From an optimization exercise on the open Yosys and OpenROAD flow, aimed at small area; shortcuts taken in it are not production practice.
Where RTL was checked, it was by simulation tests only, not by an equivalence proof against the original.
The clock port is modelled as an ideal driver; clocking choices that lean on that would not hold on a real chip.
Power figures rest on the tool's default switching activity, not on a simulated workload.

## the previous run
## INTC
module INTC
(
    input   wire            clk,
    input   wire            rst_n,
    output  wire[31:0]      data_out,
    input   wire[62:0]      set_in,
    input   wire[62:0]      en_in,
    input   wire            reset_in,
    output  wire[30:0]      intc_int_en
);
Size: about 590 cells after synthesis, roughly 69 flip-flops, roughly 190 I/O pins.
Settings: LEC_CHECK=0, CAP_MARGIN=20, CORE_AREA=3 3 87 87, DIE_AREA=0 0 90 90, PLACE_DENSITY=0.8, SLEW_MARGIN=20; clock period 6.5 ns.
standard.sh (not shown) runs the stock make flow with config.mk's settings and CLKGATE_MAP_FILE= SYNTH_SCRIPT=/design/flow/synth_recipe.tcl, a recipe that flattens the netlist after the stock synthesis.
==> flow/flow/run.sh <==
#!/bin/bash
# Standard layout with smaller port buffers and a lighter clock tree.
set -euo pipefail
export BUFFER_PORTS_ARGS="-buffer_cell sky130_fd_sc_hd__buf_1"
export CTS_ARGS="-sink_clustering_enable -repair_clock_nets -buf_list sky130_fd_sc_hd__clkbuf_4 -dont_use_dummy_load"
bash standard.sh > standard.log 2>&1
Here is what was changed in the inputs of the current run compared with the previous run.
- a change of DIE_AREA from 0 0 90 90 to 0 0 150 150
- a deleted PLACE_DENSITY that had been 0.8
- a change of CORE_AREA from 3 3 87 87 to 5 5 145 145
==> flow/run.sh (new file) <==
#!/bin/bash
# synth_recipe.tcl (not shown) runs the flow's synth.tcl, then flattens the netlist and writes it again
# the make line also repeats each setting of config.mk as NAME=value (left out here)
make -C /OpenROAD-flow-scripts/flow DESIGN_CONFIG=/design/flow/config.mk WORK_HOME=/design/flow/orfs CLKGATE_MAP_FILE= SYNTH_SCRIPT=/design/flow/synth_recipe.tcl finish
removed: flow/flow/run.sh
removed: flow/standard.sh
==> comparison <==
The current run: share of power burned in combinational logic is 2.4 points lower than what the previous run reported.
Taking the previous run as the reference, in the current run post-route fraction of the period consumed by the critical path grew by 8.2 points, number of antenna violations at the first check in global routing grew by 1, routed wire length grew by 3300 µm.
Of the current run and the previous run, the lower clock power belongs to the previous run.
Fmax: the current run below the previous run
The current run vs. the previous run: register-to-register setup slack moved up; final core utilization moved down.
From the previous run to the current run the numbers moved as follows: final total power +about 40%; wire length on met1 increased 41%.

* * *

Setup of oak:
INTC, a different RTL version from the one above (not shown whole).
Size: ~190 I/O pins, ~0.0044 mm2 of cells after synthesis.
Settings: LEC_CHECK=0, CAP_MARGIN=20, CORE_AREA=3 3 83 83, DIE_AREA=0 0 86 86, PLACE_DENSITY=0.85, SLEW_MARGIN=20, SYNTH_HIERARCHICAL=1; clock period 6.5 ns.
==> flow/flow/run.sh <==
#!/bin/bash
# Standard layout, with three changes: after the standard synthesis every
# combinational cell is set to its smallest drive strength (the later repair
# steps size up what timing needs), ports get the smallest buffer, and the
# clock tree uses small buffers without dummy loads.
set -euo pipefail
export BUFFER_PORTS_ARGS="-buffer_cell sky130_fd_sc_hd__buf_1"
export CTS_ARGS="-sink_clustering_enable -repair_clock_nets -buf_list sky130_fd_sc_hd__clkbuf_4 -dont_use_dummy_load"
R=orfs/results/$FLOW_PLATFORM/INTC/base
bash standard.sh synth > synth.log 2>&1
IN_ODB=$R/1_synth.odb OUT_ODB=$R/1_synth.odb openroad -no_init -exit flow/downsize.tcl > downsize.log 2>&1
touch $R/1_synth.sdc
bash standard.sh > standard.log 2>&1
==> flow/flow/downsize.tcl <==
# Replace every combinational cell by the smallest-area cell of the same
# function family (same base name, other drive strength). Timing repair in
# the later steps sizes up what the timing needs.
read_db $::env(IN_ODB)
set areas {}
foreach lib [[ord::get_db] getLibs] {
  foreach mm [$lib getMasters] {
    dict set areas [$mm getName] [expr {[$mm getWidth] * [$mm getHeight] / 1.0e6}]
  }
}
set block [ord::get_db_block]
set n 0
set saved 0.0
foreach inst [$block getInsts] {
  set m [[$inst getMaster] getName]
  if {![regexp {^(sky130_fd_sc_hd__)([a-z0-9]+)_([0-9]+)$} $m -> pre base drv]} { continue }
  if {[regexp {^(df|sdf|edf|dl|sed|conb|buf|clk|tap|fill|decap|diode|lpflow|probe)} $base]} { continue }
  set best $m
  set besta [dict get $areas $m]
  foreach d {0 1 2 4} {
    set c "${pre}${base}_$d"
    if {[dict exists $areas $c] && [dict get $areas $c] < $besta - 1e-6} {
      set dm [[ord::get_db] findMaster $c]
      if {$dm != "NULL"} { set best $c; set besta [dict get $areas $c] }
    }
  }
  if {$best != $m} {
    set saved [expr {$saved + [dict get $areas $m] - $besta}]
    $inst swapMaster [[ord::get_db] findMaster $best]
    incr n
  }
}
puts "downsize: $n cells resized, [format %.1f $saved] um2 saved"
write_db $::env(OUT_ODB)
Input changes introduced in pine (baseline for comparison: oak):
# oak
export LEC_CHECK = 0
export CAP_MARGIN = 20
export CORE_AREA = 3 3 83 83
export DIE_AREA = 0 0 86 86
export PLACE_DENSITY = 0.85
export SLEW_MARGIN = 20
export SYNTH_HIERARCHICAL = 1
create_clock -name core_clock -period 6.5 [get_ports {clk}]
# pine
export LEC_CHECK = 0
export CAP_MARGIN = 20
export CORE_AREA = 3 3 87 87
export DIE_AREA = 0 0 90 90
export PLACE_DENSITY = 0.8
export SLEW_MARGIN = 20
export SYNTH_HIERARCHICAL = 1
create_clock -name core_clock -period 6.5 [get_ports {clk}]
--- a/flow/flow/run.sh
+++ b/flow/flow/run.sh
@@ -7,3 +7,3 @@
 export BUFFER_PORTS_ARGS="-buffer_cell sky130_fd_sc_hd__buf_1"
-export CTS_ARGS="-sink_clustering_enable -repair_clock_nets -buf_list sky130_fd_sc_hd__clkbuf_4 -dont_use_dummy_load"
+export CTS_ARGS="-sink_clustering_enable -repair_clock_nets -buf_list {sky130_fd_sc_hd__clkbuf_4 sky130_fd_sc_hd__clkbuf_8} -dont_use_dummy_load"
 R=orfs/results/$FLOW_PLATFORM/INTC/base
Notes after the runs:
- [compare] base=oak new=pine: internal portion of total power increased by about 9% relative to the old numbers; die outline area increased by about 10% relative to the old numbers.
- pine reports a higher HPWL after detailed placement than oak does.
- Status: area of the multi-input gates parity (oak, pine)
- pine ended with less sequential share of layout area than oak.
- When pine is measured against oak, its count of placed standard cells in the final layout, fillers left out turns out 16 higher.
- From oak to pine the numbers moved as follows: share of the core filled with cells in the final layout down 5.7 points, portion of the clock cycle consumed by the worst path in the final layout went up by 0.52 points.
No functional check of the RTL was part of any run of this note.

* * *

## job 3211
INTC, a different RTL version from the one above (not shown whole).
Size: ~540 cells after synthesis, ~4400 sq um of cells after synthesis.
Settings: LEC_CHECK=0, CAP_MARGIN=20, CORE_AREA=3 3 83 83, DIE_AREA=0 0 86 86, GPL_TIMING_DRIVEN=0, PLACE_DENSITY=0.85, SLEW_MARGIN=20, SYNTH_HIERARCHICAL=1; clock period 6.5 ns.
==> flow/flow/run.sh <==
#!/bin/bash
# Standard layout, with three changes: after the standard synthesis every
# combinational cell is set to its smallest drive strength (the later repair
# steps size up what timing needs), ports get the smallest buffer, and the
# clock tree uses small buffers without dummy loads (post_cts.tcl sizes up
# the ones whose clock pins would switch too slowly).
set -euo pipefail
export BUFFER_PORTS_ARGS="-buffer_cell sky130_fd_sc_hd__buf_1"
export CTS_ARGS="-sink_clustering_enable -repair_clock_nets -buf_list sky130_fd_sc_hd__clkbuf_4 -dont_use_dummy_load"
export POST_CTS_TCL="$PWD/flow/post_cts.tcl"
R=orfs/results/$FLOW_PLATFORM/INTC/base
bash standard.sh synth > synth.log 2>&1
IN_ODB=$R/1_synth.odb OUT_ODB=$R/1_synth.odb openroad -no_init -exit flow/downsize.tcl > downsize.log 2>&1
touch $R/1_synth.sdc
bash standard.sh > standard.log 2>&1
==> flow/flow/post_cts.tcl <==
# After clock tree synthesis: give a clock buffer the next drive strength when
# the estimated slew at its flip-flop clock pins is high, then re-legalize.
estimate_parasitics -placement
set n 0
foreach c [get_cells -filter "ref_name == sky130_fd_sc_hd__clkbuf_4"] {
  set out [get_pins -of_objects $c -filter "direction == output"]
  set w 0
  foreach p [get_pins -of_objects [get_nets -of_objects $out] -filter "direction == input"] {
    set s [get_property $p slew_max]
    if {$s > $w} { set w $s }
  }
  if {$w > 0.105} {
    replace_cell $c sky130_fd_sc_hd__clkbuf_8
    incr n
  }
}
puts "post_cts: $n clock buffers sized up"
if {$n > 0} {
  detailed_placement
  check_placement -verbose
  estimate_parasitics -placement
}
Scripts as last shown in full above: flow/flow/downsize.tcl
Job 3211 reached the end of the flow, and the finished layout is clean on the timing, design-rule and antenna checks.
Edits applied to the flow inputs when going from job 3211 to job 4516:
diff --git a/flow/flow/post_cts.tcl b/flow/flow/post_cts.tcl
--- a/flow/flow/post_cts.tcl
+++ b/flow/flow/post_cts.tcl
@@ -10,5 +10,5 @@
     if {$s > $w} { set w $s }
   }
-  if {$w > 0.105} {
+  if {$w > 0.085} {
     replace_cell $c sky130_fd_sc_hd__clkbuf_8
     incr n
diff --git a/flow/config.mk b/flow/config.mk
--- a/flow/config.mk
+++ b/flow/config.mk
@@ -9,5 +9,4 @@
 export CORE_AREA = 3 3 83 83
 export DIE_AREA = 0 0 86 86
-export GPL_TIMING_DRIVEN = 0
 export PLACE_DENSITY = 0.85
 export SLEW_MARGIN = 20
Findings:
Job 4516 ran to completion and came out clean on the timing, design-rule and antenna checks. Summary of job 4516 over job 3211: HPWL reported at the end of detailed placement went down; power went down; portion of the clock cycle consumed by the worst path in the final layout went down.
Inputs modified between job 4516 and job 3335:
==> flow/flow/run.sh <==
#!/bin/bash
# Standard layout, with three changes: after the standard synthesis every
# combinational cell is set to its smallest drive strength (the later repair
# steps size up what timing needs), ports get the smallest buffer, and the
# clock tree uses small buffers without dummy loads.
set -euo pipefail
export BUFFER_PORTS_ARGS="-buffer_cell sky130_fd_sc_hd__buf_1"
export CTS_ARGS="-sink_clustering_enable -repair_clock_nets -buf_list sky130_fd_sc_hd__clkbuf_16 -dont_use_dummy_load"
R=orfs/results/$FLOW_PLATFORM/INTC/base
bash standard.sh synth > synth.log 2>&1
IN_ODB=$R/1_synth.odb OUT_ODB=$R/1_synth.odb openroad -no_init -exit flow/downsize.tcl > downsize.log 2>&1
touch $R/1_synth.sdc
bash standard.sh > standard.log 2>&1
removed: flow/flow/post_cts.tcl
### Flow results
- Every stage of the flow completed for job 3335, and the final layout passed the timing, design-rule and antenna checks.
- Area overhead of the layout relative to synthesis ends up lower on job 4516.
- As of job 3335, power had risen by more than 10% compared to job 4516.
- Clock slew at the register clock pins of the worst setup and hold paths in job 3335 is 0.02 ns lower than in job 4516
Modified inputs, job 7316 compared to job 3335
==> flow/flow/run.sh <==
#!/bin/bash
# Standard layout, with three changes: after the standard synthesis every
# combinational cell is set to its smallest drive strength (the later repair
# steps size up what timing needs), ports get the smallest buffer, and the
# clock tree uses small buffers without dummy loads (post_cts.tcl sizes up
# the ones whose clock pins would switch too slowly).
set -euo pipefail
export BUFFER_PORTS_ARGS="-buffer_cell sky130_fd_sc_hd__buf_1"
export CTS_ARGS="-sink_clustering_enable -repair_clock_nets -buf_list sky130_fd_sc_hd__clkbuf_4 -dont_use_dummy_load"
export POST_CTS_TCL="$PWD/flow/post_cts.tcl"
R=orfs/results/$FLOW_PLATFORM/INTC/base
bash standard.sh synth > synth.log 2>&1
IN_ODB=$R/1_synth.odb OUT_ODB=$R/1_synth.odb openroad -no_init -exit flow/downsize.tcl > downsize.log 2>&1
touch $R/1_synth.sdc
bash standard.sh > standard.log 2>&1
==> flow/flow/post_cts.tcl (new file) <==
# After clock tree synthesis: give a clock buffer the next drive strength when
# the estimated slew at its flip-flop clock pins is high, then re-legalize.
estimate_parasitics -placement
set n 0
foreach c [get_cells -filter "ref_name == sky130_fd_sc_hd__clkbuf_4"] {
  set out [get_pins -of_objects $c -filter "direction == output"]
  set w 0
  foreach p [get_pins -of_objects [get_nets -of_objects $out] -filter "direction == input"] {
    set s [get_property $p slew_max]
    if {$s > $w} { set w $s }
  }
  if {$w > 0.105} {
    replace_cell $c sky130_fd_sc_hd__clkbuf_8
    incr n
  }
}
puts "post_cts: $n clock buffers sized up"
if {$n > 0} {
  detailed_placement
  check_placement -verbose
  estimate_parasitics -placement
}
[summary]
Sort job 3335 and job 7316 by setup slack, ascending, and job 7316 comes first.
First-pass GRT wire length delta (job 7316 − job 3335): favourable
Comparing job 3335 and job 7316, the higher worst supply voltage drop on vdd is on job 3335.
Cell depth of the worst setup path in job 7316 is 1 above job 3335.
Relative to job 3335, job 7316 degrades final critical delay including setup and external delays.
Compare job 3335 and job 7316 | wire length higher: job 3335
Inputs modified between job 7316 and job 2226:
diff --git a/flow/flow/run.sh b/flow/flow/run.sh
--- a/flow/flow/run.sh
+++ b/flow/flow/run.sh
@@ -3,6 +3,5 @@
 # combinational cell is set to its smallest drive strength (the later repair
 # steps size up what timing needs), ports get the smallest buffer, and the
-# clock tree uses small buffers without dummy loads (post_cts.tcl sizes up
-# the ones whose clock pins would switch too slowly).
+# clock tree uses small buffers without dummy loads.
 set -euo pipefail
 export BUFFER_PORTS_ARGS="-buffer_cell sky130_fd_sc_hd__buf_1"
diff --git a/flow/flow/post_cts.tcl b/flow/flow/post_cts.tcl
--- a/flow/flow/post_cts.tcl
+++ b/flow/flow/post_cts.tcl
@@ -10,5 +10,5 @@
     if {$s > $w} { set w $s }
   }
-  if {$w > 0.105} {
+  if {$w > 0.085} {
     replace_cell $c sky130_fd_sc_hd__clkbuf_8
     incr n
Notes after the runs:
Clock power share sits higher in job 2226 than in job 7316. Job 7316 -> job 2226: per-cell via count in the routed design decreased slightly. Looking at global-route met2 utilization, job 2226 sits 0.28 points lower than job 7316 does. Per the comparison of job 2226 with job 7316, worst supply voltage drop on vdd +0.0024 mV; worst setup slack for register-to-register paths increased 0.03 ns; area overhead of the layout relative to synthesis higher; sum of internal, switching and leakage power higher. Job 2226: final period utilization 0.38 points below job 7316.

* * *

INTC, a different RTL version from the one above (not shown whole).
Size: ~540 cells after synthesis.
Design INTC, start of the top module:
module INTC
(
    input   wire            clk,
    input   wire            rst_n,
    output  wire[31:0]      data_out,
    input   wire[62:0]      set_in,
    input   wire[62:0]      en_in,
    input   wire            reset_in,
    output  wire[30:0]      intc_int_en
);
==> flow/config.mk <==
export PLATFORM = sky130hd
export DESIGN_NAME = INTC
export DESIGN_NICKNAME = INTC
export VERILOG_FILES = /design/flow/design.v
export SDC_FILE = /design/flow/constraint.sdc
export NUM_CORES = 4
export LEC_CHECK = 0
export CAP_MARGIN = 20
export CORE_AREA = 3 3 87 87
export DIE_AREA = 0 0 90 90
export PLACE_DENSITY = 0.8
export SLEW_MARGIN = 20
export SYNTH_HIERARCHICAL = 1
==> flow/constraint.sdc <==
create_clock -name core_clock -period 6.5 [get_ports {clk}]
set_input_delay 1.3000 -clock core_clock [delete_from_list [all_inputs] [get_ports {clk}]]
set_output_delay 1.3000 -clock core_clock [all_outputs]
set_load 0.01 [all_outputs]
==> flow/flow/run.sh <==
#!/bin/bash
# Standard layout, with three changes: after the standard synthesis every
# combinational cell is set to its smallest drive strength (the later repair
# steps size up what timing needs), ports get the smallest buffer, and the
# clock tree uses small buffers without dummy loads.
set -euo pipefail
export BUFFER_PORTS_ARGS="-buffer_cell sky130_fd_sc_hd__buf_1"
export CTS_ARGS="-sink_clustering_enable -repair_clock_nets -buf_list sky130_fd_sc_hd__clkbuf_8 -sink_clustering_size 35 -sink_clustering_max_diameter 150 -dont_use_dummy_load"
R=orfs/results/$FLOW_PLATFORM/INTC/base
bash standard.sh synth > synth.log 2>&1
IN_ODB=$R/1_synth.odb OUT_ODB=$R/1_synth.odb openroad -no_init -exit flow/downsize.tcl > downsize.log 2>&1
touch $R/1_synth.sdc
bash standard.sh > standard.log 2>&1
Scripts as last shown in full above: flow/flow/downsize.tcl
==> next run, changes <==
--- a/flow/flow/run.sh
+++ b/flow/flow/run.sh
@@ -6,5 +6,5 @@
 set -euo pipefail
 export BUFFER_PORTS_ARGS="-buffer_cell sky130_fd_sc_hd__buf_1"
-export CTS_ARGS="-sink_clustering_enable -repair_clock_nets -buf_list sky130_fd_sc_hd__clkbuf_8 -sink_clustering_size 35 -sink_clustering_max_diameter 150 -dont_use_dummy_load"
+export CTS_ARGS="-sink_clustering_enable -repair_clock_nets -buf_list sky130_fd_sc_hd__clkbuf_4 -dont_use_dummy_load"
 R=orfs/results/$FLOW_PLATFORM/INTC/base
 bash standard.sh synth > synth.log 2>&1
Result: Routed wire length shrinks by 0.78%; setup slack is better by 0.035 ns; cell count barely changes; via count is about the same; total power goes down by 5.5%; synthesized cell count stays the same.
No run of this note included a check of the RTL's function; only the layout flow was run.

[what the ideal ports hide]
How much do the figures lean on ideal ports? The routed layouts below were timed once more, with nothing changed but the port constraints. Step 1, drivers: a clkbuf_16 drives clk and a buf_2 each remaining input, both assumed. Step 2 adds t to the input delays and takes it off the output delays; t is the mean of the earliest and latest rising clock arrival at the registers after step 1. Input paths then give back, and output paths get back, about the clock's delay inside the block. Slacks: ideal ports / drivers / drivers and shift; pairs: ideal ports / drivers.
run | t, ns | setup WS [ns] | hold WS [ns] | worst setup path at the end | pins driven straight from the clock port
the previous run | 0.443 | 0.632 / 0.609 / 0.609 | 0.558 / 0.558 / 0.558 | input to output | 1
the current run | 0.378 | 0.100 / 0.068 / 0.068 | 0.537 / 0.537 / 0.537 | input to output | 1
oak | 0.416 | 0.502 / 0.473 / 0.810 | 0.501 / 0.501 / 0.501 | input to output | 1
pine | 0.365 | 0.468 / 0.434 / 0.705 | 0.489 / 0.489 / 0.489 | input to output | 1
job 3211 | 0.356 | 0.324 / 0.294 / 0.380 | 0.499 / 0.499 / 0.499 | input to output | 1
job 4516 | 0.364 | 0.445 / 0.415 / 0.779 | 0.497 / 0.497 / 0.497 | register to output | 1
job 3335 | 0.358 | 0.433 / 0.395 / 0.753 | 0.492 / 0.492 / 0.492 | register to output | 1
job 7316 | 0.366 | 0.420 / 0.389 / 0.756 | 0.496 / 0.496 / 0.496 | register to output | 1
job 2226 | 0.364 | 0.445 / 0.415 / 0.779 | 0.497 / 0.497 / 0.497 | register to output | 1
the first run of note 4 | 0.359 | 0.435 / 0.404 / 0.763 | 0.506 / 0.506 / 0.506 | register to output | 1
the second run of note 4 | 0.420 | 0.470 / 0.441 / 0.846 | 0.502 / 0.502 / 0.502 | input to output | 1
After both steps every run listed still meets setup and hold. For the current run, which loses most, drivers alone change the setup slack by -0.032 ns; drivers and shift together by -0.032 ns.
